Context: an optimization exercise on an open-source flow, tuned for small area. The choices shown serve that exercise and are no tape-out recipe.
In this exercise RTL edits were held to simulation tests only and were not proved equivalent to the original.
No run shown here takes its clock network from TritonCTS; it comes from the design's own scripts or RTL.
No driver is modelled on the clock port, so clock power and skew are understated where the tree is cut down; a real chip needs a root buffer or a tree.
Power figures rest on the tool's default switching activity, not on a simulated workload.

==> design.v <==
module i2c_master
#(
parameter input_clk = 25_000_000,
parameter bus_clk   = 400_000
)(
input           clk         ,
input           reset_n     ,
input           ena         ,
input     [6:0] addr        ,
input           rw          ,
input     [7:0] data_wr     ,
output reg      busy        ,
output reg[7:0] data_rd     ,
output reg      ack_error   ,
input           sda_i       ,
input           scl_i       ,
output          sda_oe      ,
output          scl_oe
);
localparam divider = (input_clk/bus_clk)/4;
localparam [1:0] T_CTRL = 2'b00;
localparam [1:0] T_CMD  = 2'b01;
localparam [1:0] T_WR   = 2'b10;
localparam [1:0] T_RD   = 2'b11;
localparam [2:0] C_READY = 3'b000;
localparam [2:0] C_START = 3'b001;
localparam [2:0] C_STOP  = 3'b010;
localparam [2:0] C_RSTART = 3'b011;
localparam [2:0] C_ACK1  = 3'b101;
localparam [2:0] C_ACK2  = 3'b110;
localparam [2:0] C_MACK  = 3'b111;
reg [1:0] ph;         
reg [3:0] sub;        
reg       stretch;
reg [1:0] typ;
reg [2:0] cnt;
reg [7:0] addr_rw;
reg [7:0] data_tx;    
wire sub0   = (sub == 4'd1);
wire wrap   = (sub == divider);
wire q1     = (ph == 2'b01);
wire q2     = (ph == 2'b11);
wire q3     = (ph == 2'b10);
wire rise   = sub0 & q1;               
wire fall   = sub0 & q3;               
wire dclk_p = sub0 ? ph[1] : ph[0];    
wire step   = ~stretch;
wire nq2    = step ? (wrap ? q1 : q2) : q2;
always @(posedge clk or negedge reset_n) begin
  if (~reset_n) begin
    ph <= 2'b00;
    sub <= 4'd1;
    stretch <= 1'b0;
  end else begin
    if (step) begin
      sub <= (sub + 4'd1) | {3'b000, wrap};
      if (wrap)
        ph <= {ph[0], ~ph[1]};
    end
    stretch <= nq2 & ~scl_i;
  end
end
wire match    = (addr_rw == {addr, rw});
wire ctrl     = (typ == T_CTRL);
wire st_ready = ctrl & (cnt == C_READY);
wire st_start = ctrl & (cnt == C_START);
wire st_rstart = ctrl & (cnt == C_RSTART);
wire st_stop  = ctrl & (cnt == C_STOP);
wire st_ack1  = ctrl & (cnt == C_ACK1);
wire st_ack2  = ctrl & (cnt == C_ACK2);
wire st_mack  = ctrl & (cnt == C_MACK);
wire st_cmd   = (typ == T_CMD);
wire st_wr    = (typ == T_WR);
wire st_rd    = (typ == T_RD);
wire last     = (cnt == 3'd7);
wire load     = rise & ena & (st_ready | st_ack2 | st_mack);
wire tx_shift = (rise & st_wr) | (fall & st_rd);
wire rd_end   = rise & st_rd & last;
wire       tx_hold = ~(load | tx_shift);
wire [6:0] tx_next = ({7{load}} & data_wr[6:0]) |
                     ({7{tx_shift & ~load}} & {data_tx[5:0], st_wr | sda_i}) |
                     ({7{tx_hold}} & data_tx[6:0]);
always @(posedge clk) begin
  if (load)
    addr_rw <= {addr, rw};
  data_tx[6:0] <= tx_next;
end
always @(posedge clk or negedge reset_n) begin
  if (~reset_n)
    data_tx[7] <= 1'b1;
  else if (load)
    data_tx[7] <= data_wr[7];
  else if (rd_end)
    data_tx[7] <= ~(ena & match);
  else if (tx_shift)
    data_tx[7] <= data_tx[6];
end
always @(posedge clk or negedge reset_n) begin
  if (~reset_n) begin
    typ <= T_CTRL;
    cnt <= C_READY;
    busy <= 1'b0;
    ack_error <= 1'b0;
    data_rd <= 8'd0;
  end else if (rise) begin
    busy <= ctrl ? (cnt[2] ? ~(cnt[1] & ena) :
                    (cnt == C_READY) ? ena :
                    (cnt != C_STOP)) : 1'b1;
    if (!ctrl) begin
      if (last) begin
        typ <= T_CTRL;
        cnt <= {1'b1, typ};
        if (st_rd)
          data_rd <= data_tx;
      end else begin
        cnt <= cnt + 3'd1;
      end
    end else begin
      case (cnt)
        C_READY: begin
          if (ena) cnt <= C_START;
        end
        C_START, C_RSTART: begin
          typ <= T_CMD;
          cnt <= 3'd0;
        end
        C_ACK1: begin
          typ <= addr_rw[0] ? T_RD : T_WR;
          cnt <= 3'd0;
        end
        C_ACK2, C_MACK: begin
          if (ena) begin
            if (match) begin
              typ <= cnt[1:0];
              cnt <= 3'd0;
            end else begin
              cnt <= C_RSTART;
            end
          end else begin
            cnt <= C_STOP;
          end
        end
        C_STOP: begin
          cnt <= C_READY;
        end
        default: ;
      endcase
    end
  end else if (fall) begin
    if (st_start)
      ack_error <= 1'b0;
    if (st_ack1 | st_ack2)
      ack_error <= ack_error | sda_i;
  end
end
reg sda_ena_n;
always @(*) begin
  case (typ)
    T_CMD:   sda_ena_n = addr_rw[~cnt];
    T_WR:    sda_ena_n = data_tx[7];
    T_RD:    sda_ena_n = 1'b1;
    default:
      case (cnt)
        C_START, C_RSTART: sda_ena_n = dclk_p;
        C_STOP:           sda_ena_n = ~dclk_p;
        C_ACK1:           sda_ena_n = 1'b1;
        default:          sda_ena_n = data_tx[7];
      endcase
  endcase
end
wire scl_ena = ~(st_ready | (st_start & dclk_p) | (st_stop & ~dclk_p));
assign scl_oe = scl_ena & ~ph[1];
assign sda_oe = ~sda_ena_n;
endmodule
==> flow/run.sh <==
#!/bin/bash
# Own layout flow: the standard ORFS flow (via the standard.sh) with
#  - the standard synthesis script, except that adders are not mapped to
#    adder cells and ABC maps the logic with an area-oriented script
#    (abc_area.abc) instead of ORFS's;
#  - port buffers of the smallest buffer cell;
#  - a clock tree of K leaf buffers fed by the clock port (mycts.tcl).
set -eo pipefail
W=$PWD
F=$W/flow
export OWN_FLOW_DIR=$F
export OWN_FLOW_LOG_DIR=$W
{
  head -n 1 synth_recipe.tcl
  # no adder cells: ABC maps the small counters better from plain logic
  echo 'set ::env(ADDER_MAP_FILE) ""'
  cat <<TCL
proc abc {args} {
  set i [lsearch -exact \$args -script]
  if { \$i >= 0 } { set args [lreplace \$args [expr {\$i + 1}] [expr {\$i + 1}] $F/abc_area.abc] }
  yosys abc {*}\$args
}
TCL
  tail -n +2 synth_recipe.tcl
} > own_synth.tcl
export BUFFER_PORTS_ARGS="-buffer_cell sky130_fd_sc_hd__buf_1"
export PRE_CTS_TCL=$F/cts_hook.tcl
bash standard.sh SYNTH_SCRIPT=$W/own_synth.tcl finish > standard.log 2>&1
==> flow/abc_area.abc <==
strash
&get -n
&deepsyn -I 4 -J 50
&put
dch -f
amap
topo
==> flow/cts_hook.tcl <==
# PRE_CTS_TCL hook: replace TritonCTS with my_cts (see mycts.tcl).
source $::env(OWN_FLOW_DIR)/mycts.tcl
rename clock_tree_synthesis triton_clock_tree_synthesis
proc clock_tree_synthesis { args } {
  my_cts {
    {3 sky130_fd_sc_hd__clkbuf_4 strips}
    {3 sky130_fd_sc_hd__clkbuf_4 kmeans}
    {2 sky130_fd_sc_hd__clkbuf_8 strips}
    {2 sky130_fd_sc_hd__clkbuf_8 kmeans}
    {4 sky130_fd_sc_hd__clkbuf_4 strips}
    {4 sky130_fd_sc_hd__clkbuf_4 kmeans}
    {3 sky130_fd_sc_hd__clkbuf_8 strips}
    {3 sky130_fd_sc_hd__clkbuf_8 kmeans}
    {4 sky130_fd_sc_hd__clkbuf_8 kmeans}
  } 0.112
}
==> flow/my_cts_trial.tcl <==
# One trial of my_cts: load the placed design, buffer the clock with
# MY_CTS_K x MY_CTS_CELL grouped by MY_CTS_METHOD (from the environment) and
# print the largest clock-pin slew estimated from placement.
set k $::env(MY_CTS_K)
set cell $::env(MY_CTS_CELL)
foreach lib $::env(LIB_FILES) { read_liberty $lib }
read_db $::env(RESULTS_DIR)/3_place.odb
read_sdc $::env(RESULTS_DIR)/3_place.sdc
source $::env(PLATFORM_DIR)/setRC.tcl
source $::env(OWN_FLOW_DIR)/mycts.tcl
set_propagated_clock [all_clocks]
my_cts_insert $k $cell $::env(MY_CTS_METHOD) 0
detailed_placement
estimate_parasitics -placement
puts "MY_CTS_SLEW [my_cts_max_slew]"
==> flow/mycts.tcl <==

proc my_cts_pins {} {
  set pins {}
  foreach p [get_pins -hier */CLK] {
    set inst [[sta::sta_to_db_pin $p] getInst]
    set bb [$inst getBBox]
    lappend pins [list [expr {([$bb xMin] + [$bb xMax]) / 2000.0}] \
                       [expr {([$bb yMin] + [$bb yMax]) / 2000.0}] [get_full_name $p]]
  }
  return $pins
}

proc my_cts_split { pins parts } {
  # split pins into `parts` groups of equal size along their wider side
  set xs [lmap e $pins {lindex $e 0}]
  set ys [lmap e $pins {lindex $e 1}]
  set wx [expr {[tcl::mathfunc::max {*}$xs] - [tcl::mathfunc::min {*}$xs]}]
  set wy [expr {[tcl::mathfunc::max {*}$ys] - [tcl::mathfunc::min {*}$ys]}]
  set idx [expr {$wx >= $wy ? 0 : 1}]
  set pins [lsort -real -index $idx $pins]
  set n [llength $pins]
  set groups {}
  for {set g 0} {$g < $parts} {incr g} {
    lappend groups [lrange $pins [expr {$g * $n / $parts}] [expr {($g + 1) * $n / $parts - 1}]]
  }
  return $groups
}

proc my_cts_kmeans { pins k } {
  # Lloyd's k-means on pin positions, seeded with the strip split
  set groups [my_cts_split $pins $k]
  for {set it 0} {$it < 50} {incr it} {
    set cents {}
    foreach grp $groups {
      set cx 0
      set cy 0
      foreach e $grp {
        set cx [expr {$cx + [lindex $e 0]}]
        set cy [expr {$cy + [lindex $e 1]}]
      }
      set m [expr {max(1, [llength $grp])}]
      lappend cents [list [expr {$cx / $m}] [expr {$cy / $m}]]
    }
    set new {}
    for {set g 0} {$g < $k} {incr g} { lappend new {} }
    foreach e $pins {
      set best 0
      set bd 1e18
      for {set g 0} {$g < $k} {incr g} {
        lassign [lindex $cents $g] cx cy
        set d [expr {abs([lindex $e 0] - $cx) + abs([lindex $e 1] - $cy)}]
        if { $d < $bd } {
          set bd $d
          set best $g
        }
      }
      lset new $best [concat [lindex $new $best] [list $e]]
    }
    if { $new eq $groups } { break }
    set groups $new
  }
  return $groups
}

proc my_cts_groups { k method } {
  set pins [my_cts_pins]
  if { $method eq "kmeans" } {
    return [my_cts_kmeans $pins $k]
  }
  if { $k == 4 } {
    set groups {}
    foreach half [my_cts_split $pins 2] {
      lappend groups {*}[my_cts_split $half 2]
    }
    return $groups
  }
  return [my_cts_split $pins $k]
}

proc my_cts_insert { k cell method tag } {
  set bufs {}
  set g 0
  foreach grp [my_cts_groups $k $method] {
    set cx 0
    set cy 0
    foreach e $grp {
      set cx [expr {$cx + [lindex $e 0]}]
      set cy [expr {$cy + [lindex $e 1]}]
    }
    set m [llength $grp]
    if { $m == 0 } {
      continue
    }
    set loads [lmap e $grp {get_pins [lindex $e 2]}]
    set name clkbuf_${tag}_${g}
    insert_buffer -buffer_cell $cell -net clk -load_pins $loads \
      -location [list [expr {$cx / $m}] [expr {$cy / $m}]] \
      -buffer_name $name -net_name clknet_${tag}_${g}
    incr g
  }
  # the clock net now drives only the new buffers (insert_buffer may make
  # their names unique, so take them from the net)
  set block [ord::get_db_block]
  foreach it [[$block findNet clk] getITerms] {
    lappend bufs [[$it getInst] getName]
  }
  return $bufs
}

proc my_cts_max_slew {} {
  set mx 0
  foreach p [get_pins -hier */CLK] {
    set s [get_property $p slew_max]
    if { $s > $mx } { set mx $s }
  }
  return $mx
}

proc my_cts { choices limit } {
  # each choice is tried on the placed design in a separate OpenROAD run
  # (my_cts_trial.tcl), so that a rejected trial leaves nothing behind
  set_propagated_clock [all_clocks]
  foreach c $choices {
    lassign $c k cell method
    set out [exec env MY_CTS_K=$k MY_CTS_CELL=$cell MY_CTS_METHOD=$method openroad -no_init -exit $::env(OWN_FLOW_DIR)/my_cts_trial.tcl \
      |& tee -a $::env(OWN_FLOW_LOG_DIR)/my_cts_trials.log]
    if { ![regexp {MY_CTS_SLEW ([0-9.eE+-]+)} $out -> s] } {
      error "my_cts: trial $k x $cell ($method) failed"
    }
    puts "my_cts: $k x $cell ($method): largest clock-pin slew estimate [format %.4f $s] ns"
    if { $s <= $limit } {
      puts "my_cts: keeping $k x $cell ($method)"
      my_cts_insert $k $cell $method 0
      return
    }
  }
  error "my_cts: no choice meets the slew limit"
}
==> standard.sh <==
#!/bin/bash
# synth_recipe.tcl (not shown) runs the flow's synth.tcl, then flattens the netlist and writes it again
# the make line also repeats each setting of config.mk as NAME=value (left out here)
make -C /OpenROAD-flow-scripts/flow DESIGN_CONFIG=/design/flow/config.mk WORK_HOME=/design/flow/orfs CLKGATE_MAP_FILE= SYNTH_SCRIPT=/design/flow/synth_recipe.tcl "${@:-finish}"
==> config.mk <==
export PLATFORM = sky130hd
export DESIGN_NAME = i2c_master
export DESIGN_NICKNAME = i2c_master
export VERILOG_FILES = /design/flow/design.v
export SDC_FILE = /design/flow/constraint.sdc
export NUM_CORES = 4
export LEC_CHECK = 0
export CAP_MARGIN = 20
export CORE_AREA = 2 2 60 60
export DIE_AREA = 0 0 62 62
export GPL_TIMING_DRIVEN = 0
export SLEW_MARGIN = 20
==> constraint.sdc <==
create_clock -name core_clock -period 40.0 [get_ports {clk}]
set_input_delay 8.0000 -clock core_clock [delete_from_list [all_inputs] [get_ports {clk}]]
set_output_delay 8.0000 -clock core_clock [all_outputs]
set_load 0.01 [all_outputs]
==> impl_metrics.prom, run 1 <==
# TYPE chip_impl_metric gauge
chip_impl_metric{name="worst_relative_slew_slack",unit=""} 0.646
chip_impl_metric{name="worstPathArrival",unit="ns"} 2.14
chip_impl_metric{name="grt_pass1_vias",unit=""} 1363
chip_impl_info{name="cpMostUsedCell",value="sky130_fd_sc_hd__o21ai_0"} 1
chip_impl_metric{name="die_height",unit="µm"} 62
chip_impl_info{name="synth_ff_type",value="sky130_fd_sc_hd__dfrtp_1"} 1
chip_impl_metric{name="pd_cells",unit="nW/µm²"} 73.0
chip_impl_metric{name="report.final.hold_viol_count",unit=""} 0
chip_impl_metric{name="synth.ff_latch_count",unit=""} 38
chip_impl_metric{name="number_of_iterations_in_the_first_detailed_routing_pass",unit=""} 5
chip_impl_info{name="synth_top_cell_by_area",value="sky130_fd_sc_hd__dfrtp_1"} 1
chip_impl_metric{name="min_period_over_period",unit=""} 0.254
chip_impl_info{name="synth.most_common_cell",value="sky130_fd_sc_hd__nor2_1"} 1
chip_impl_metric{name="ys_warn_count",unit=""} 1
chip_impl_metric{name="worst-path-max-fanout",unit=""} 3
chip_impl_metric{name="finalNonFillerCells",unit=""} 262
chip_impl_metric{name="yosys.cell_types.count",unit=""} 29
chip_impl_metric{name="fin_tns_setup",unit="ns"} 0
chip_impl_metric{name="numPlacedInstances",unit=""} 259
chip_impl_metric{name="critPathMaxStageDelay",unit="ns"} 0.53
chip_impl_metric{name="post-dp-hpwl",unit="µm"} 2660
chip_impl_info{name="ys_top_cells_by_count",value="32 x sky130_fd_sc_hd__nor2_1, 31 x sky130_fd_sc_hd__clkinv_1, 21 x sky130_fd_sc_hd__dfrtp_1, 13 x sky130_fd_sc_hd__a21oi_1, 12 x sky130_fd_sc_hd__nand2_1"} 1
chip_impl_metric{name="grt_start_max_net_pins",unit=""} 24
chip_impl_metric{name="wire_length_of_the_first_global_routing_pass",unit="µm"} 6070
chip_impl_metric{name="synthDominantCellAreaShare",unit=""} 0.307
chip_impl_metric{name="drt_drc_violations_left",unit=""} 0
chip_impl_metric{name="dpl_worst_slack",unit="ns"} 30.04
chip_impl_metric{name="io_pins",unit=""} 33
chip_impl_metric{name="syn_avg_cell_area",unit="µm²"} 9.44
chip_impl_info{name="setup.worst_path.end_class",value="primary output"} 1
chip_impl_metric{name="drt-vias-per-instance",unit=""} 5.55
chip_impl_metric{name="max_slew_violation_count",unit=""} 0
chip_impl_info{name="rsz0062_at_grt",value="no"} 1
chip_impl_info{name="cp_cell_sequence",value="clkinv_1 -> nor4_1 -> nand2_1 -> o21ai_0 -> o21ai_0 -> nor3_1 -> a21oi_1 -> o32ai_1 -> buf_1"} 1
chip_impl_metric{name="placeable_core_area",unit="µm²"} 3280
chip_impl_metric{name="finalWorstSetupSlack",unit="ns"} 29.86
chip_impl_metric{name="mappedNetlistArea",unit="µm²"} 1710
chip_impl_metric{name="synthesis.nets",unit=""} 202
chip_impl_metric{name="finalWorstPathRequiredPeriod",unit="ns"} 10.14
chip_impl_metric{name="cts.repair.resized",unit=""} 0
chip_impl_metric{name="postCtsSetupBuffers",unit=""} 0
chip_impl_metric{name="worst_clock_skew",unit="ns"} 0.00442
chip_impl_metric{name="ys_async_sr_fraction",unit=""} 0.605
chip_impl_metric{name="worst_setup_hold_path_clk_slew",unit="ns"} 0.09
chip_impl_info{name="crit_path_start_kind",value="flop"} 1
chip_impl_metric{name="globalRouteOverflowTotal",unit=""} 0
chip_impl_metric{name="grt_usage",unit=""} 0.205
chip_impl_metric{name="synth_edf_count",unit=""} 8
chip_impl_metric{name="hold_buf_count_cts",unit=""} 0
chip_impl_metric{name="design.die.area",unit="µm²"} 3840
chip_impl_metric{name="peakVddDrop",unit="V"} 0.0000244
chip_impl_metric{name="maximum_clock_frequency",unit="MHz"} 98.6
chip_impl_metric{name="die-width",unit="µm"} 62
chip_impl_metric{name="numPortBuffers",unit=""} 32
chip_impl_info{name="ys_top_cells_by_area",value="sky130_fd_sc_hd__dfrtp_1 31%, sky130_fd_sc_hd__edfxtp_1 14%, sky130_fd_sc_hd__dfxtp_1 8.2%"} 1
chip_impl_metric{name="drive_above_1_share",unit=""} 0.0278
chip_impl_info{name="timing.setup.critical_path_class",value="reg -> out"} 1
chip_impl_metric{name="std_cell_rows",unit=""} 21
chip_impl_metric{name="routability_congestion_estimate_from_global_placement",unit=""} 0.886
chip_impl_info{name="hold_path_class",value="reg -> reg"} 1
chip_impl_metric{name="synth_sequential_area_ratio",unit=""} 0.561
chip_impl_metric{name="grt_antenna_before_repair",unit=""} 0
chip_impl_metric{name="layout-area-overhead-vs-synth",unit="%"} 12.9
chip_impl_metric{name="clkLatencyLatePin",unit="ns"} 0.15
chip_impl_metric{name="worst_slew_pin_slew",unit="ns"} 0.528
chip_impl_metric{name="finalSetupViolations",unit=""} 0
chip_impl_metric{name="drt_iter0_drc",unit=""} 86
chip_impl_info{name="critPathSlowestCell",value="sky130_fd_sc_hd__dfstp_2"} 1
chip_impl_metric{name="tightest_hold_margin",unit="ns"} 0.458
chip_impl_metric{name="antenna_diode_instance_count",unit=""} 0
chip_impl_metric{name="cap_violations",unit=""} 0
chip_impl_metric{name="wp_data_required",unit="ns"} 32.00
chip_impl_metric{name="power.static_leakage",unit="nW"} 0.701
chip_impl_metric{name="routed-via-count",unit=""} 1455
chip_impl_metric{name="syn_inst",unit=""} 181
chip_impl_metric{name="antenna_left",unit=""} 0
chip_impl_metric{name="floorplan.initialDensity",unit=""} 0.520
chip_impl_info{name="outcome",value="timing/DRC/antenna clean"} 1
chip_impl_metric{name="routed_wl",unit="µm"} 3650
chip_impl_metric{name="final_nets",unit=""} 239
chip_impl_metric{name="route.detailed.wl_per_inst",unit="µm"} 13.9
metal layers:
metal | up-vias | GRT usage | wire (µm)
met5 | - | 0 | 0
met4 | 0 | 0.0456 | 61
met3 | 6 | 0.0186 | 214
met2 | 52 | 0.315 | 1630
met1 | 671 | 0.315 | 1740
li1 | 726 | - | -
area by class of cell, clock buffers not listed:
class | count | area (µm²)
fill | 319 | 1360
sequential | 38 | 958
multi-input combinational | 112 | 634
timing repair buffer | 32 | 121
inverter | 31 | 116
tap | 46 | 57.6
layout by cell type (no fill, tap or decap):
cell / instances
sky130_fd_sc_hd__clkinv_1: 31
sky130_fd_sc_hd__nor4_1: 3
sky130_fd_sc_hd__edfxtp_1: 8
sky130_fd_sc_hd__a31oi_1: 1
sky130_fd_sc_hd__a221o_1: 1
sky130_fd_sc_hd__buf_2: 1
sky130_fd_sc_hd__nor2b_1: 3
sky130_fd_sc_hd__o22ai_1: 6
sky130_fd_sc_hd__o32ai_1: 3
sky130_fd_sc_hd__a222oi_1: 4
sky130_fd_sc_hd__o221a_1: 1
sky130_fd_sc_hd__nor2_1: 32
sky130_fd_sc_hd__a22oi_1: 2
sky130_fd_sc_hd__a21oi_1: 13
sky130_fd_sc_hd__nand3_1: 3
sky130_fd_sc_hd__and3_1: 1
sky130_fd_sc_hd__dfxtp_1: 7
sky130_fd_sc_hd__buf_1: 31
sky130_fd_sc_hd__or2_0: 1
sky130_fd_sc_hd__o21ai_0: 5
sky130_fd_sc_hd__a221oi_1: 1
sky130_fd_sc_hd__o32a_1: 2
sky130_fd_sc_hd__clkbuf_8: 3
sky130_fd_sc_hd__dfrtp_1: 21
sky130_fd_sc_hd__or4_1: 1
sky130_fd_sc_hd__and2_0: 1
sky130_fd_sc_hd__o221ai_1: 3
sky130_fd_sc_hd__nand2_1: 12
sky130_fd_sc_hd__a2111oi_0: 3
sky130_fd_sc_hd__o22a_1: 6
sky130_fd_sc_hd__nor3_1: 4
sky130_fd_sc_hd__dfstp_2: 2
critical path, delay by kind of cell (launching register included):
family | cells | cell delay (ns)
compound gates | 4 | 0.53
buf+inv | 2 | 0.27
flops | 1 | 0.53
simple gates | 3 | 0.65
path summary, 6_finish.rpt:
path	startpoint	endpoint	slack [ns]	depth (start not counted)
setup / recovery	sub[0]$_DFFE_PN1N_	sda_oe	29.86	9
setup reg to reg	sub[0]$_DFFE_PN1N_	data_tx[2]$_DFF_P_	36.82	11
min in group asynchronous	reset_n	cnt[0]$_DFFE_PN0P_	7.82	1
max in group asynchronous	reset_n	sub[0]$_DFFE_PN1N_	31.81	1
hold reg to reg	data_tx[5]$_DFF_P_	data_rd[5]$_DFFE_PN0P_	0.46	2
hold / removal	data_tx[5]$_DFF_P_	data_rd[5]$_DFFE_PN0P_	0.46	2
where the power goes:
part | internal, mW | switching, mW
clock network | 0.00690 | 0.0101
logic | 0.0225 | 0.0357
registers | 0.0544 | 0.0113
total | 0.0838 | 0.0571
state kept, by name, summed over array words and instances, names as in the netlist:
signal	count
sub	4
ph	2
typ	2
busy	1
data_rd	8
stretch	1
ack_error	1
addr_rw	8
cnt	3
data_tx	8
through the flow:
stage / area (µm²) / utilization / power [mW]
6_report: 1930 / 0.587 / 0.141
2_1_floorplan: 1710 / - / 0.107
3_3_place_gp: 1890 / 0.574 / 0.122
5_1_grt: 1930 / 0.587 / 0.153
3_5_place_dp: 1890 / 0.575 / 0.124
4_1_cts: 1930 / 0.587 / 0.141
logic make-up after synthesis:
kind of cell / after synthesis / share of synthesized area
flops: 38 / 0.561
buf+inv: 31 / 0.0681
compound gates: 51 / 0.217
simple gates: 61 / 0.154
==> run 2: changes to the inputs <==
==> flow/cts_hook.tcl (replaced) <==
# PRE_CTS_TCL hook: replace TritonCTS with my_cts (see mycts.tcl).
source $::env(OWN_FLOW_DIR)/mycts.tcl
rename clock_tree_synthesis triton_clock_tree_synthesis
proc clock_tree_synthesis { args } {
  my_cts {
    {3 sky130_fd_sc_hd__clkbuf_4}
    {2 sky130_fd_sc_hd__clkbuf_8}
    {4 sky130_fd_sc_hd__clkbuf_4}
    {3 sky130_fd_sc_hd__clkbuf_8}
    {4 sky130_fd_sc_hd__clkbuf_8}
  } 0.116
}
--- a/flow/mycts.tcl
+++ b/flow/mycts.tcl
@@ -11,12 +11,7 @@
 }
 
-proc my_cts_split { pins parts } {
-  # split pins into `parts` groups of equal size along their wider side
-  set xs [lmap e $pins {lindex $e 0}]
-  set ys [lmap e $pins {lindex $e 1}]
-  set wx [expr {[tcl::mathfunc::max {*}$xs] - [tcl::mathfunc::min {*}$xs]}]
-  set wy [expr {[tcl::mathfunc::max {*}$ys] - [tcl::mathfunc::min {*}$ys]}]
-  set idx [expr {$wx >= $wy ? 0 : 1}]
-  set pins [lsort -real -index $idx $pins]
+proc my_cts_split { pins parts axis } {
+  # split pins into `parts` groups of equal size along x (axis 0) or y (1)
+  set pins [lsort -real -index $axis $pins]
   set n [llength $pins]
   set groups {}
@@ -27,7 +22,20 @@
 }
 
-proc my_cts_kmeans { pins k } {
-  # Lloyd's k-means on pin positions, seeded with the strip split
-  set groups [my_cts_split $pins $k]
+proc my_cts_strips { pins k axis } {
+  # k strips along one axis; for k = 4 a 2 x 2 grid, split along `axis`
+  # first
+  if { $k == 4 } {
+    set groups {}
+    foreach half [my_cts_split $pins 2 $axis] {
+      lappend groups {*}[my_cts_split $half 2 [expr {1 - $axis}]]
+    }
+    return $groups
+  }
+  return [my_cts_split $pins $k $axis]
+}
+
+proc my_cts_kmeans { pins groups } {
+  # Lloyd's k-means on pin positions, started from the given groups
+  set k [llength $groups]
   for {set it 0} {$it < 50} {incr it} {
     set cents {}
@@ -64,16 +72,13 @@
 
 proc my_cts_groups { k method } {
+  # method: sx / sy = strips (grid for k = 4) split along x / y first;
+  # kx / ky = k-means started from them
   set pins [my_cts_pins]
-  if { $method eq "kmeans" } {
-    return [my_cts_kmeans $pins $k]
+  set axis [expr {[string index $method 1] eq "x" ? 0 : 1}]
+  set groups [my_cts_strips $pins $k $axis]
+  if { [string index $method 0] eq "k" } {
+    set groups [my_cts_kmeans $pins $groups]
   }
-  if { $k == 4 } {
-    set groups {}
-    foreach half [my_cts_split $pins 2] {
-      lappend groups {*}[my_cts_split $half 2]
-    }
-    return $groups
-  }
-  return [my_cts_split $pins $k]
+  return $groups
 }
 
@@ -119,17 +124,27 @@
 proc my_cts { choices limit } {
   # each choice is tried on the placed design in a separate OpenROAD run
-  # (my_cts_trial.tcl), so that a rejected trial leaves nothing behind
+  # (my_cts_trial.tcl), so that a rejected trial leaves nothing behind;
+  # for each (K, cell) the grouping with the smallest slew is taken
   set_propagated_clock [all_clocks]
   foreach c $choices {
-    lassign $c k cell method
-    set out [exec env MY_CTS_K=$k MY_CTS_CELL=$cell MY_CTS_METHOD=$method openroad -no_init -exit $::env(OWN_FLOW_DIR)/my_cts_trial.tcl \
-      |& tee -a $::env(OWN_FLOW_LOG_DIR)/my_cts_trials.log]
-    if { ![regexp {MY_CTS_SLEW ([0-9.eE+-]+)} $out -> s] } {
-      error "my_cts: trial $k x $cell ($method) failed"
+    lassign $c k cell
+    set best_s 1e9
+    set best_m ""
+    foreach method {sx sy kx ky} {
+      set out [exec env MY_CTS_K=$k MY_CTS_CELL=$cell MY_CTS_METHOD=$method \
+        openroad -no_init -exit $::env(OWN_FLOW_DIR)/my_cts_trial.tcl \
+        |& tee -a $::env(OWN_FLOW_LOG_DIR)/my_cts_trials.log]
+      if { ![regexp {MY_CTS_SLEW ([0-9.eE+-]+)} $out -> s] } {
+        error "my_cts: trial $k x $cell ($method) failed"
+      }
+      puts "my_cts: $k x $cell ($method): largest clock-pin slew estimate [format %.4f $s] ns"
+      if { $s < $best_s } {
+        set best_s $s
+        set best_m $method
+      }
     }
-    puts "my_cts: $k x $cell ($method): largest clock-pin slew estimate [format %.4f $s] ns"
-    if { $s <= $limit } {
-      puts "my_cts: keeping $k x $cell ($method)"
-      my_cts_insert $k $cell $method 0
+    if { $best_s <= $limit } {
+      puts "my_cts: keeping $k x $cell ($best_m)"
+      my_cts_insert $k $cell $best_m 0
       return
     }
==> run 2 against run 1 <==
Hold slack improved by 0.0015 ns; worst setup slack improved by 0.0085 ns; largest cell class unchanged; core utilization fell by 0.34 points; global-route usage fell by 0.26 points; sequential power barely moved; cell count rose by 0.38%; critical path depth did not move; via count rose by 0.82%; combinational power fell by 0.9%.
==> impl_metrics.prom, run 2 <==
# TYPE chip_impl_metric gauge
chip_impl_metric{name="worst_slew_pin_slew",unit="ns"} 0.528
chip_impl_metric{name="post_synth_fa_ha_maj_area_fraction",unit=""} 0
chip_impl_info{name="rsz0062_at_grt",value="no"} 1
chip_impl_metric{name="synth_xor_xnor_area_share",unit=""} 0
chip_impl_metric{name="yosys.cell_types.count",unit=""} 29
chip_impl_metric{name="final_nets",unit=""} 240
chip_impl_metric{name="pd_cells",unit="nW/µm²"} 71.6
chip_impl_metric{name="syn_avg_cell_area",unit="µm²"} 9.44
chip_impl_metric{name="globalRouteOverflowTotal",unit=""} 0
chip_impl_metric{name="hold_buf_count_cts",unit=""} 0
chip_impl_metric{name="drive_above_1_share",unit=""} 0.0323
chip_impl_metric{name="floorplan.initialDensity",unit=""} 0.520
chip_impl_metric{name="report.final.hold_viol_count",unit=""} 0
chip_impl_metric{name="synthesis.nets",unit=""} 202
chip_impl_metric{name="routed_wl",unit="µm"} 3540
chip_impl_metric{name="synthesized_area_fraction_occupied_by_ao_oa_aoi_and_oai_cells",unit=""} 0.217
chip_impl_metric{name="multi_input_comb_area",unit="µm²"} 634
chip_impl_metric{name="postCtsSetupBuffers",unit=""} 0
chip_impl_metric{name="layout-area-overhead-vs-synth",unit="%"} 12.2
chip_impl_metric{name="grt_pass1_vias",unit=""} 1374
chip_impl_metric{name="synth_edf_count",unit=""} 8
chip_impl_metric{name="clkLatencyLatePin",unit="ns"} 0.16
chip_impl_info{name="outcome",value="timing/DRC/antenna clean"} 1
chip_impl_metric{name="yosys.area_share.simple",unit=""} 0.154
chip_impl_metric{name="antenna_left",unit=""} 0
chip_impl_metric{name="filler_cell_count",unit=""} 329
chip_impl_metric{name="worst_clock_skew",unit="ns"} 0.00400
chip_impl_metric{name="finalSetupViolations",unit=""} 0
chip_impl_metric{name="final_core_utilization",unit=""} 0.584
chip_impl_info{name="ys_top_cells_by_area",value="sky130_fd_sc_hd__dfrtp_1 31%, sky130_fd_sc_hd__edfxtp_1 14%, sky130_fd_sc_hd__dfxtp_1 8.2%"} 1
chip_impl_metric{name="worst-path-max-fanout",unit=""} 3
chip_impl_metric{name="grt_antenna_before_repair",unit=""} 0
chip_impl_metric{name="finalWorstPathRequiredPeriod",unit="ns"} 10.13
chip_impl_metric{name="cap_violations",unit=""} 0
chip_impl_info{name="timing.setup.critical_path_class",value="reg -> out"} 1
chip_impl_metric{name="syn_inst",unit=""} 181
chip_impl_metric{name="io_pins",unit=""} 33
chip_impl_metric{name="numPortBuffers",unit=""} 32
chip_impl_metric{name="dpl_worst_slack",unit="ns"} 30.04
chip_impl_metric{name="ys_async_sr_fraction",unit=""} 0.605
chip_impl_info{name="ys_top_cells_by_count",value="32 x sky130_fd_sc_hd__nor2_1, 31 x sky130_fd_sc_hd__clkinv_1, 21 x sky130_fd_sc_hd__dfrtp_1, 13 x sky130_fd_sc_hd__a21oi_1, 12 x sky130_fd_sc_hd__nand2_1"} 1
chip_impl_metric{name="r2r_setup_slack",unit="ns"} 36.84
chip_impl_info{name="final_common_cell",value="sky130_fd_sc_hd__nor2_1"} 1
chip_impl_info{name="hold_path_class",value="reg -> reg"} 1
chip_impl_metric{name="finalWorstSetupSlack",unit="ns"} 29.87
chip_impl_metric{name="std_cell_rows",unit=""} 21
chip_impl_metric{name="wp_data_required",unit="ns"} 32.00
chip_impl_metric{name="number_of_iterations_in_the_first_detailed_routing_pass",unit=""} 4
chip_impl_metric{name="max_slew_violation_count",unit=""} 0
chip_impl_metric{name="grt_start_max_net_pins",unit=""} 24
chip_impl_info{name="synth.most_common_cell",value="sky130_fd_sc_hd__nor2_1"} 1
chip_impl_metric{name="placement.cell_area",unit="µm²"} 1890
chip_impl_metric{name="design.die.area",unit="µm²"} 3840
chip_impl_metric{name="antenna_diode_instance_count",unit=""} 0
chip_impl_metric{name="grt_usage",unit=""} 0.203
chip_impl_metric{name="peakVddDrop",unit="V"} 0.0000343
chip_impl_info{name="setup.worst_path.end_class",value="primary output"} 1
chip_impl_metric{name="synth_mux_area_frac",unit=""} 0
chip_impl_metric{name="worst_setup_hold_path_clk_slew",unit="ns"} 0.10
chip_impl_info{name="layout.cells.most_common_list",value="32 x sky130_fd_sc_hd__nor2_1, 31 x sky130_fd_sc_hd__clkinv_1, 31 x sky130_fd_sc_hd__buf_1"} 1
chip_impl_metric{name="drt-vias-per-instance",unit=""} 5.58
chip_impl_metric{name="placeable_core_area",unit="µm²"} 3280
chip_impl_metric{name="die_height",unit="µm"} 62
chip_impl_metric{name="route.detailed.wl_per_inst",unit="µm"} 13.5
chip_impl_metric{name="die-width",unit="µm"} 62
chip_impl_metric{name="fin_tns_setup",unit="ns"} 0
chip_impl_metric{name="post-dp-hpwl",unit="µm"} 2660
chip_impl_metric{name="synth_sequential_area_ratio",unit=""} 0.561
chip_impl_info{name="crit_path_start_kind",value="flop"} 1
chip_impl_metric{name="min_period_over_period",unit=""} 0.253
chip_impl_metric{name="worstPathArrival",unit="ns"} 2.13
chip_impl_metric{name="maximum_clock_frequency",unit="MHz"} 98.7
chip_impl_metric{name="synth.ff_latch_count",unit=""} 38
chip_impl_info{name="combinational_family_with_the_most_area_after_synthesis",value="compound AO/OA/AOI/OAI gates"} 1
chip_impl_info{name="reg.largest.list",value="addr_rw x8, data_rd x8, data_tx x8"} 1
chip_impl_metric{name="design_area",unit="µm²"} 1920
chip_impl_metric{name="synthDominantCellAreaShare",unit=""} 0.307
chip_impl_metric{name="wire_length_of_the_first_global_routing_pass",unit="µm"} 6020
chip_impl_metric{name="routability_congestion_estimate_from_global_placement",unit=""} 0.886
chip_impl_info{name="synth_top_cell_by_area",value="sky130_fd_sc_hd__dfrtp_1"} 1
chip_impl_metric{name="cts.repair.resized",unit=""} 0
chip_impl_info{name="synth_ff_type",value="sky130_fd_sc_hd__dfrtp_1"} 1
chip_impl_metric{name="ys_warn_count",unit=""} 1
chip_impl_metric{name="drt_iter0_drc",unit=""} 98
chip_impl_metric{name="area.sequential",unit="µm²"} 958
chip_impl_metric{name="drt_drc_violations_left",unit=""} 0
chip_impl_metric{name="power.static_leakage",unit="nW"} 0.698
chip_impl_metric{name="worst_relative_slew_slack",unit=""} 0.646
chip_impl_metric{name="mappedNetlistArea",unit="µm²"} 1710
chip_impl_metric{name="routed-via-count",unit=""} 1467
## run 2: cell types whose count changed in the layout (fill, tap and decap cells not counted)
cell,before,now
sky130_fd_sc_hd__clkbuf_8,3,0
sky130_fd_sc_hd__clkbuf_4,0,4
## run 2: through the flow
step / power [mW] / hold WS (ns) / cells
4_1_cts: 0.138 / 0.465 / 263
2_1_floorplan: 0.107 / 0.424 / 181
3_3_place_gp: 0.122 / 0.440 / 259
5_1_grt: 0.150 / 0.494 / 263
3_5_place_dp: 0.124 / 0.450 / 259
6_report: 0.137 / 0.459 / 263
## run 2: routing by layer
| layer | GRT usage | wire length (µm) | vias to the layer above |
|---|---|---|---|
| li1 | - | - | 729 |
| met1 | 0.299 | 1630 | 669 |
| met2 | 0.315 | 1600 | 62 |
| met3 | 0.0207 | 228 | 7 |
| met4 | 0.0608 | 85 | 0 |
| met5 | 0 | 0 | - |
## run 2: worst paths after layout
path / start / endpoint / cells after the start
worst max register to register: sub[0]$_DFFE_PN1N_ / data_tx[1]$_DFF_P_ / 11
min in group asynchronous: reset_n / stretch$_DFF_PN0_ / 1
worst max-delay path: sub[0]$_DFFE_PN1N_ / sda_oe / 9
worst min-delay path: data_tx[6]$_DFF_P_ / data_rd[6]$_DFFE_PN0P_ / 2
worst min register to register: data_tx[6]$_DFF_P_ / data_rd[6]$_DFFE_PN0P_ / 2
max in group asynchronous: reset_n / sub[0]$_DFFE_PN1N_ / 1
## run 2: logic make-up (layout without fill, tap and decap cells)
group,count (synthesis),count (layout)
and+or+nand+nor,61,61
DFF,38,38
AOI/OAI and AO/OA,51,51
buffers and inverters,31,67
## run 2: critical path: stages (launching register included)
cell	delay, ns
sky130_fd_sc_hd__dfstp_2	0.54
sky130_fd_sc_hd__clkinv_1	0.08
sky130_fd_sc_hd__nor4_1	0.35
sky130_fd_sc_hd__nand2_1	0.11
sky130_fd_sc_hd__o21ai_0	0.14
sky130_fd_sc_hd__o21ai_0	0.17
sky130_fd_sc_hd__nor3_1	0.18
sky130_fd_sc_hd__a21oi_1	0.06
sky130_fd_sc_hd__o32ai_1	0.15
sky130_fd_sc_hd__buf_1	0.19
## run 2: cell type report, clock buffers not listed
class,instances,area share
tap,46,0.0300
timing repair buffer,32,0.0633
inverter,31,0.0607
sequential,38,0.500
multi-input combinational,112,0.331
## run 2: report_power, final
part / leakage, nW / internal (mW) / switching, mW
Combinational: 0.277 / 0.0225 / 0.0352
Clock: 0.0184 / 0.00480 / 0.00935
Sequential: 0.402 / 0.0543 / 0.0111
==> run 3: changes to the inputs <==
--- a/design.v
+++ b/design.v
@@ -81,7 +81,11 @@
                      ({7{tx_shift & ~load}} & {data_tx[5:0], st_wr | sda_i}) |
                      ({7{tx_hold}} & data_tx[6:0]);
+wire       aw_rot  = rise & st_cmd;
+wire       aw_hold = ~(load | aw_rot);
+wire [7:0] aw_next = ({8{load}} & {addr, rw}) |
+                     ({8{aw_rot}} & {addr_rw[6:0], addr_rw[7]}) |
+                     ({8{aw_hold}} & addr_rw);
 always @(posedge clk) begin
-  if (load)
-    addr_rw <= {addr, rw};
+  addr_rw <= aw_next;
   data_tx[6:0] <= tx_next;
 end
@@ -157,5 +161,5 @@
 always @(*) begin
   case (typ)
-    T_CMD:   sda_ena_n = addr_rw[~cnt];
+    T_CMD:   sda_ena_n = addr_rw[7];
     T_WR:    sda_ena_n = data_tx[7];
     T_RD:    sda_ena_n = 1'b1;
==> run 3 against run 2 <==
Still clean; global-route usage shrank 1.1 points; core utilization shrank 0.076 points; final area shrank 0.13%; critical endpoint unchanged; largest cell class unchanged.
==> impl_metrics.prom, run 3 <==
# TYPE chip_impl_metric gauge
chip_impl_info{name="outcome",value="timing/DRC/antenna clean"} 1
chip_impl_metric{name="worstPathArrival",unit="ns"} 2.14
chip_impl_metric{name="floorplan.initialDensity",unit=""} 0.515
chip_impl_metric{name="placement.cell_area",unit="µm²"} 1890
chip_impl_metric{name="io_pins",unit=""} 33
chip_impl_info{name="hold_path_class",value="reg -> reg"} 1
chip_impl_metric{name="final_nets",unit=""} 251
chip_impl_metric{name="synthesized_area_fraction_occupied_by_ao_oa_aoi_and_oai_cells",unit=""} 0.282
chip_impl_metric{name="critPathMaxStageDelay",unit="ns"} 0.53
chip_impl_metric{name="routability_congestion_estimate_from_global_placement",unit=""} 0.962
chip_impl_metric{name="syn_inst",unit=""} 190
chip_impl_metric{name="report.final.hold_viol_count",unit=""} 0
chip_impl_info{name="synth_top_cell_by_area",value="sky130_fd_sc_hd__dfrtp_1"} 1
chip_impl_info{name="critPathSlowestCell",value="sky130_fd_sc_hd__dfstp_2"} 1
chip_impl_metric{name="post_synth_fa_ha_maj_area_fraction",unit=""} 0
chip_impl_info{name="timing.setup.critical_path_class",value="reg -> out"} 1
chip_impl_metric{name="hold_buf_count_cts",unit=""} 0
chip_impl_metric{name="maximum_clock_frequency",unit="MHz"} 98.6
chip_impl_metric{name="grt_pass1_vias",unit=""} 1295
chip_impl_metric{name="ys_warn_count",unit=""} 1
chip_impl_metric{name="globalRouteOverflowTotal",unit=""} 0
chip_impl_metric{name="finalWorstSetupSlack",unit="ns"} 29.86
chip_impl_info{name="crit_path_start_kind",value="flop"} 1
chip_impl_metric{name="postCtsSetupBuffers",unit=""} 0
chip_impl_metric{name="routed_wl",unit="µm"} 3630
chip_impl_metric{name="number_of_iterations_in_the_first_detailed_routing_pass",unit=""} 5
chip_impl_metric{name="filler_cell_count",unit=""} 326
chip_impl_metric{name="route.detailed.wl_per_inst",unit="µm"} 13.2
chip_impl_info{name="synth.most_common_cell",value="sky130_fd_sc_hd__nor2_1"} 1
chip_impl_metric{name="worst_slew_pin_slew",unit="ns"} 0.776
chip_impl_metric{name="worst_setup_hold_path_clk_slew",unit="ns"} 0.10
chip_impl_metric{name="grt_usage",unit=""} 0.192
chip_impl_metric{name="final_core_utilization",unit=""} 0.583
chip_impl_metric{name="wire_length_of_the_first_global_routing_pass",unit="µm"} 5710
chip_impl_metric{name="finalSetupViolations",unit=""} 0
chip_impl_metric{name="placeable_core_area",unit="µm²"} 3280
chip_impl_metric{name="area.sequential",unit="µm²"} 878
chip_impl_metric{name="grt_antenna_before_repair",unit=""} 0
chip_impl_metric{name="worst_relative_slew_slack",unit=""} 0.477
chip_impl_metric{name="post-dp-hpwl",unit="µm"} 2730
chip_impl_metric{name="drt-vias-per-instance",unit=""} 5.49
chip_impl_metric{name="drt_drc_violations_left",unit=""} 0
chip_impl_metric{name="min_period_over_period",unit=""} 0.253
chip_impl_info{name="rsz0062_at_grt",value="no"} 1
chip_impl_metric{name="yosys.cell_types.count",unit=""} 30
chip_impl_metric{name="synthesis.nets",unit=""} 211
chip_impl_metric{name="synth_xor_xnor_area_share",unit=""} 0
chip_impl_info{name="layout.cells.most_common_list",value="34 x sky130_fd_sc_hd__nor2_1, 33 x sky130_fd_sc_hd__clkinv_1, 31 x sky130_fd_sc_hd__buf_1"} 1
chip_impl_info{name="gr-max-usage-layer",value="met2"} 1
chip_impl_metric{name="layout-area-overhead-vs-synth",unit="%"} 13.3
chip_impl_metric{name="design_area",unit="µm²"} 1920
chip_impl_metric{name="grt_start_max_net_pins",unit=""} 24
chip_impl_metric{name="tightest_hold_margin",unit="ns"} 0.450
chip_impl_metric{name="r2r_setup_slack",unit="ns"} 36.07
chip_impl_metric{name="grt_util_met1",unit=""} 0.288
chip_impl_metric{name="antenna_left",unit=""} 0
chip_impl_metric{name="wp_data_required",unit="ns"} 32.00
chip_impl_metric{name="max_slew_violation_count",unit=""} 0
chip_impl_metric{name="synthDominantCellAreaShare",unit=""} 0.311
chip_impl_metric{name="fin_tns_setup",unit="ns"} 0
chip_impl_metric{name="cts.repair.resized",unit=""} 0
chip_impl_metric{name="cap_violations",unit=""} 0
chip_impl_metric{name="drt_iter0_drc",unit=""} 107
chip_impl_metric{name="whs_path_depth",unit=""} 2
chip_impl_info{name="reg2reg_from",value="sub[0]$_DFFE_PN1N_"} 1
chip_impl_metric{name="worst_clock_skew",unit="ns"} 0.00645
chip_impl_metric{name="antenna_diode_instance_count",unit=""} 0
chip_impl_metric{name="totalPowerFinal",unit="µW"} 150
chip_impl_info{name="min-delay-start",value="data_tx[6]$_DFF_P_"} 1
chip_impl_info{name="synth_ff_type",value="sky130_fd_sc_hd__dfrtp_1"} 1
chip_impl_metric{name="peakVddDrop",unit="V"} 0.0000354
chip_impl_metric{name="pd_cells",unit="nW/µm²"} 78.5
chip_impl_info{name="reg.largest.list",value="addr_rw x8, data_rd x8, data_tx x8"} 1
chip_impl_info{name="combinational_family_with_the_most_area_after_synthesis",value="compound AO/OA/AOI/OAI gates"} 1
chip_impl_info{name="final_common_cell",value="sky130_fd_sc_hd__nor2_1"} 1
chip_impl_metric{name="numPortBuffers",unit=""} 32
chip_impl_metric{name="multi_input_comb_area",unit="µm²"} 694
chip_impl_metric{name="numPlacedInstances",unit=""} 270
chip_impl_metric{name="drive_above_1_share",unit=""} 0.0439
chip_impl_info{name="ys_top_cells_by_count",value="34 x sky130_fd_sc_hd__nor2_1, 33 x sky130_fd_sc_hd__clkinv_1, 21 x sky130_fd_sc_hd__dfrtp_1, 15 x sky130_fd_sc_hd__dfxtp_1, 13 x sky130_fd_sc_hd__o21ai_0"} 1
chip_impl_metric{name="groute.layer.met2.usage",unit=""} 0.307
chip_impl_metric{name="mappedNetlistArea",unit="µm²"} 1690
chip_impl_metric{name="synth_mux_area_frac",unit=""} 0
chip_impl_info{name="min_delay_worst_endpoint",value="data_rd[6]$_DFFE_PN0P_"} 1
chip_impl_info{name="critical_path.reg2reg.endpoint",value="data_tx[4]$_DFF_P_"} 1
chip_impl_info{name="cp_cell_sequence",value="clkinv_1 -> nor4_1 -> nand2_1 -> o21ai_0 -> nor2_1 -> a31oi_1 -> nor3_1 -> a31oi_1 -> o21ai_0 -> buf_1"} 1
chip_impl_metric{name="synth_sequential_area_ratio",unit=""} 0.520
chip_impl_metric{name="finalNonFillerCells",unit=""} 274
chip_impl_info{name="launching_instance_or_port_of_the_critical_path",value="sub[0]$_DFFE_PN1N_"} 1
chip_impl_metric{name="synth.ff_latch_count",unit=""} 38
chip_impl_metric{name="finalWorstPathRequiredPeriod",unit="ns"} 10.14
chip_impl_metric{name="design.die.area",unit="µm²"} 3840
chip_impl_metric{name="die_height",unit="µm"} 62
chip_impl_metric{name="clkLatencyLatePin",unit="ns"} 0.16
chip_impl_metric{name="power.static_leakage",unit="nW"} 0.714
chip_impl_metric{name="std_cell_rows",unit=""} 21
chip_impl_metric{name="dpl_worst_slack",unit="ns"} 29.93
chip_impl_metric{name="gr-usage-met3",unit=""} 0.0145
chip_impl_info{name="setup.worst_path.end_class",value="primary output"} 1
chip_impl_metric{name="worst-path-max-fanout",unit=""} 4
chip_impl_metric{name="routed-via-count",unit=""} 1503
chip_impl_metric{name="ys_async_sr_fraction",unit=""} 0.605
chip_impl_info{name="ys_top_cells_by_area",value="sky130_fd_sc_hd__dfrtp_1 31%, sky130_fd_sc_hd__dfxtp_1 18%, sky130_fd_sc_hd__nor2_1 7.5%"} 1
chip_impl_metric{name="reg2regPathDepth",unit=""} 12
chip_impl_metric{name="die-width",unit="µm"} 62
chip_impl_metric{name="synth_edf_count",unit=""} 0
chip_impl_metric{name="yosys.area_share.simple",unit=""} 0.125
chip_impl_metric{name="syn_avg_cell_area",unit="µm²"} 8.90
## run 3: cell types whose count changed in the layout (fill, tap and decap cells not counted), sizes merged, moves of 3 or more
cell,change
o21ai,+8
edfxtp,-8
a22oi,+7
dfxtp,+8
nor2b,-3
nand3,-3
## run 3: cell type report, clock buffers not listed
type                       instances  share of cell area
sequential                        38               0.459
multi-input combinational        119               0.363
timing repair buffer              34              0.0686
inverter                          33              0.0647
tap                               46              0.0300
## run 3: worst max-delay path by stage
stage / to
after floorplan: data_tx[2]$_DFF_P_
after CTS: sda_oe
after detailed placement: data_tx[4]$_DFF_P_
after global placement: data_tx[4]$_DFF_P_
after global routing: sda_oe
final: sda_oe
## run 3: routing by layer
layer,vias up,wire (µm)
li1,762,-
met1,688,1710
met2,45,1670
met3,8,186
met4,0,57
met5,-,0
## run 3: power by group
group	switching, mW	internal (mW)	total (mW)
Sequential	0.0122	0.0565	0.0687
Clock	0.00923	0.00479	0.0140
Combinational	0.0414	0.0263	0.0677
## run 3: critical path: cells and delay by family, from the launching register on
kind / cells / cell delay [ns]
AOI/OAI and AO/OA: 4 / 0.62
buffers and inverters: 2 / 0.22
DFF: 1 / 0.53
and+or+nand+nor: 4 / 0.59
## run 3: cells by family after synthesis
| logic type | Yosys count |
|---|---|
| flops | 38 |
| buf+inv | 33 |
| simple gates | 52 |
| compound gates | 67 |
==> run 4: changes to the inputs <==
--- a/config.mk
+++ b/config.mk
@@ -6,7 +6,7 @@
 export NUM_CORES = 4
 export LEC_CHECK = 0
-export CAP_MARGIN = 20
+export CAP_MARGIN = 0
 export CORE_AREA = 2 2 60 60
 export DIE_AREA = 0 0 62 62
 export GPL_TIMING_DRIVEN = 0
-export SLEW_MARGIN = 20
+export SLEW_MARGIN = 0
==> run 4 against run 3 <==
Sequential power about the same; combinational power up 0.6%; final area up 0.13%; cell count unchanged; first-iteration DRC count up 0.93%; clock power about the same; die area unchanged; critical path type unchanged.
==> impl_metrics.prom, run 4 <==
# TYPE chip_impl_metric gauge
chip_impl_info{name="critPathSlowestCell",value="sky130_fd_sc_hd__dfstp_2"} 1
chip_impl_metric{name="number_of_iterations_in_the_first_detailed_routing_pass",unit=""} 4
chip_impl_metric{name="placeable_core_area",unit="µm²"} 3280
chip_impl_metric{name="routability_congestion_estimate_from_global_placement",unit=""} 0.962
chip_impl_info{name="synth.most_common_cell",value="sky130_fd_sc_hd__nor2_1"} 1
chip_impl_metric{name="min_period_over_period",unit=""} 0.254
chip_impl_metric{name="totalPowerFinal",unit="µW"} 151
chip_impl_metric{name="power.static_leakage",unit="nW"} 0.714
chip_impl_metric{name="synth_mux_area_frac",unit=""} 0
chip_impl_metric{name="drt_drc_violations_left",unit=""} 0
chip_impl_metric{name="finalWorstPathRequiredPeriod",unit="ns"} 10.17
chip_impl_metric{name="cap_violations",unit=""} 0
chip_impl_metric{name="yosys.cell_types.count",unit=""} 30
chip_impl_metric{name="max_slew_violation_count",unit=""} 0
chip_impl_metric{name="post-dp-hpwl",unit="µm"} 2770
chip_impl_metric{name="numPlacedInstances",unit=""} 270
chip_impl_info{name="synth_ff_type",value="sky130_fd_sc_hd__dfrtp_1"} 1
chip_impl_metric{name="design_area",unit="µm²"} 1920
chip_impl_metric{name="grt_usage",unit=""} 0.201
chip_impl_info{name="ys_top_cells_by_count",value="34 x sky130_fd_sc_hd__nor2_1, 33 x sky130_fd_sc_hd__clkinv_1, 21 x sky130_fd_sc_hd__dfrtp_1, 15 x sky130_fd_sc_hd__dfxtp_1, 13 x sky130_fd_sc_hd__o21ai_0"} 1
chip_impl_metric{name="grt_start_max_net_pins",unit=""} 24
chip_impl_metric{name="drive_above_1_share",unit=""} 0.0439
chip_impl_metric{name="worst-path-max-fanout",unit=""} 4
chip_impl_metric{name="antenna_left",unit=""} 0
chip_impl_metric{name="syn_inst",unit=""} 190
chip_impl_metric{name="finalNonFillerCells",unit=""} 274
chip_impl_metric{name="cts.repair.resized",unit=""} 0
chip_impl_metric{name="peakVddDrop",unit="V"} 0.0000406
chip_impl_metric{name="synth_xor_xnor_area_share",unit=""} 0
chip_impl_metric{name="syn_avg_cell_area",unit="µm²"} 8.90
chip_impl_metric{name="synth.ff_latch_count",unit=""} 38
chip_impl_metric{name="ys_warn_count",unit=""} 1
chip_impl_metric{name="worst_setup_hold_path_clk_slew",unit="ns"} 0.10
chip_impl_metric{name="grt_pass1_vias",unit=""} 1356
chip_impl_info{name="layout.cells.most_common_list",value="34 x sky130_fd_sc_hd__nor2_1, 33 x sky130_fd_sc_hd__clkinv_1, 31 x sky130_fd_sc_hd__buf_1"} 1
chip_impl_info{name="synth_top_cell_by_area",value="sky130_fd_sc_hd__dfrtp_1"} 1
chip_impl_metric{name="worstPathArrival",unit="ns"} 2.17
chip_impl_metric{name="ys_async_sr_fraction",unit=""} 0.605
chip_impl_metric{name="layout-area-overhead-vs-synth",unit="%"} 13.5
chip_impl_metric{name="pd_cells",unit="nW/µm²"} 78.7
chip_impl_metric{name="drt-vias-per-instance",unit=""} 5.53
chip_impl_info{name="final_common_cell",value="sky130_fd_sc_hd__nor2_1"} 1
chip_impl_metric{name="fin_tns_setup",unit="ns"} 0
chip_impl_info{name="hold_path_class",value="reg -> reg"} 1
chip_impl_metric{name="globalRouteOverflowTotal",unit=""} 0
chip_impl_metric{name="antenna_diode_instance_count",unit=""} 0
chip_impl_metric{name="io_pins",unit=""} 33
chip_impl_metric{name="synthesis.nets",unit=""} 211
chip_impl_metric{name="routed-via-count",unit=""} 1516
chip_impl_metric{name="die_height",unit="µm"} 62
chip_impl_metric{name="floorplan.initialDensity",unit=""} 0.515
chip_impl_metric{name="synth_edf_count",unit=""} 0
chip_impl_metric{name="tightest_hold_margin",unit="ns"} 0.461
chip_impl_info{name="cp_cell_sequence",value="clkinv_1 -> nor4_1 -> nand2_1 -> o21ai_0 -> nor2_1 -> a31oi_1 -> nor3_1 -> a31oi_1 -> o21ai_0 -> buf_1"} 1
chip_impl_metric{name="synth_sequential_area_ratio",unit=""} 0.520
chip_impl_metric{name="final_core_utilization",unit=""} 0.584
chip_impl_metric{name="routed_wl",unit="µm"} 3710
chip_impl_metric{name="worst_clock_skew",unit="ns"} 0.00517
chip_impl_metric{name="placement.cell_area",unit="µm²"} 1890
chip_impl_info{name="outcome",value="timing/DRC/antenna clean"} 1
chip_impl_metric{name="die-width",unit="µm"} 62
chip_impl_metric{name="synthesized_area_fraction_occupied_by_ao_oa_aoi_and_oai_cells",unit=""} 0.282
chip_impl_metric{name="drt_iter0_drc",unit=""} 108
chip_impl_metric{name="std_cell_rows",unit=""} 21
chip_impl_metric{name="reg2regPathDepth",unit=""} 13
chip_impl_info{name="setup.worst_path.end_class",value="primary output"} 1
chip_impl_metric{name="finalWorstSetupSlack",unit="ns"} 29.83
chip_impl_metric{name="mappedNetlistArea",unit="µm²"} 1690
chip_impl_info{name="crit_path_start_kind",value="flop"} 1
chip_impl_metric{name="whs_path_depth",unit=""} 2
chip_impl_metric{name="dpl_worst_slack",unit="ns"} 30.03
chip_impl_metric{name="critPathMaxStageDelay",unit="ns"} 0.53
chip_impl_metric{name="yosys.area_share.simple",unit=""} 0.125
chip_impl_metric{name="post_synth_fa_ha_maj_area_fraction",unit=""} 0
chip_impl_info{name="rsz0062_at_grt",value="no"} 1
chip_impl_metric{name="finalSetupViolations",unit=""} 0
chip_impl_metric{name="route.detailed.wl_per_inst",unit="µm"} 13.5
chip_impl_metric{name="clkLatencyLatePin",unit="ns"} 0.16
chip_impl_metric{name="numPortBuffers",unit=""} 32
chip_impl_metric{name="wire_length_of_the_first_global_routing_pass",unit="µm"} 6020
chip_impl_metric{name="postCtsSetupBuffers",unit=""} 0
chip_impl_metric{name="filler_cell_count",unit=""} 316
chip_impl_metric{name="worst_relative_slew_slack",unit=""} 0.488
chip_impl_info{name="reg.largest.list",value="addr_rw x8, data_rd x8, data_tx x8"} 1
chip_impl_metric{name="final_nets",unit=""} 251
chip_impl_metric{name="maximum_clock_frequency",unit="MHz"} 98.3
chip_impl_metric{name="wp_data_required",unit="ns"} 32.00
chip_impl_info{name="timing.setup.critical_path_class",value="reg -> out"} 1
chip_impl_info{name="combinational_family_with_the_most_area_after_synthesis",value="compound AO/OA/AOI/OAI gates"} 1
chip_impl_metric{name="worst_slew_pin_slew",unit="ns"} 0.760
chip_impl_metric{name="report.final.hold_viol_count",unit=""} 0
chip_impl_info{name="ys_top_cells_by_area",value="sky130_fd_sc_hd__dfrtp_1 31%, sky130_fd_sc_hd__dfxtp_1 18%, sky130_fd_sc_hd__nor2_1 7.5%"} 1
chip_impl_metric{name="synthDominantCellAreaShare",unit=""} 0.311
chip_impl_metric{name="grt_antenna_before_repair",unit=""} 0
chip_impl_metric{name="design.die.area",unit="µm²"} 3840
chip_impl_metric{name="hold_buf_count_cts",unit=""} 0
## run 4: cell counts after synthesis
Identical to the previous run, type by type.
## run 4: worst paths after layout
check | from | to | slack [ns]
setup / recovery | sub[0]$_DFFE_PN1N_ | sda_oe | 29.83
hold / removal | data_tx[5]$_DFF_P_ | data_rd[5]$_DFFE_PN0P_ | 0.46
setup reg to reg | sub[0]$_DFFE_PN1N_ | data_tx[4]$_DFF_P_ | 36.16
hold reg to reg | data_tx[5]$_DFF_P_ | data_rd[5]$_DFFE_PN0P_ | 0.46
max in group asynchronous | reset_n | data_rd[7]$_DFFE_PN0P_ | 31.80
min in group asynchronous | reset_n | ph[1]$_DFFE_PN0P_ | 7.82
## run 4: logic make-up (layout without fill, tap and decap cells)
family | after synthesis | after routing
and+or+nand+nor | 52 | 52
buffers and inverters | 33 | 71
DFF | 38 | 38
AOI/OAI and AO/OA | 67 | 67
## run 4: critical path: cells and delay by family (launching register included)
family	cells	cell delay, ns
AO/OA/AOI/OAI	4	0.65
AND/OR/NAND/NOR	4	0.62
flip-flops	1	0.53
buffers and inverters	2	0.22
## run 4: final cells by class, clock buffers not listed
cell class,instances,area [µm²],area share
sequential,38,878,0.458
multi-input combinational,119,694,0.362
timing repair buffer,34,134,0.0698
inverter,33,124,0.0646
tap,46,57.6,0.0300
## run 4: routing by layer
metal,part of all wire,vias up,GRT usage,wire [µm]
met5,0,-,0,0
met3,0.043,7,0.0145,161
met2,0.46,42,0.321,1710
met4,0.016,0,0.0426,59
li1,-,765,-,-
met1,0.48,702,0.300,1780
## run 4: where the power goes
part           internal [mW]  leakage [nW]  switching [mW]
clock network        0.00480        0.0184         0.00934
logic                 0.0264         0.306          0.0417
registers             0.0565         0.389          0.0123

==> what the ideal ports hide <==
In the flow no input, the clock included, has a driving cell. The finished layouts below were timed again as built, in two steps.
Step 1 assumes that a clkbuf_16 drives the clock port and a buf_2 every other input.
Step 2 also shifts input and output timing later by t, the mid clock arrival at the registers, as if the neighbouring blocks saw the same clock.
a / b / c = ideal ports / drivers / drivers and shift; a / b = the first two.
| run | shift t [ns] | setup WS [ns] | hold WS [ns] | worst setup path after step 2 | clock arrival spread, ns |
|---|---|---|---|---|---|
| run 1 | 0.191 | 29.858 / 29.812 / 30.002 | 0.458 / 0.458 / 0.458 | register to output | 0.004 / 0.005 |
| run 2 | 0.205 | 29.867 / 29.819 / 30.024 | 0.459 / 0.459 / 0.459 | register to output | 0.004 / 0.004 |
| run 3 | 0.200 | 29.861 / 29.818 / 29.946 | 0.450 / 0.450 / 0.450 | input to register | 0.007 / 0.006 |
| run 4 | 0.205 | 29.828 / 29.781 / 29.985 | 0.461 / 0.461 / 0.461 | register to output | 0.005 / 0.005 |
After both steps every run listed still meets setup and hold.
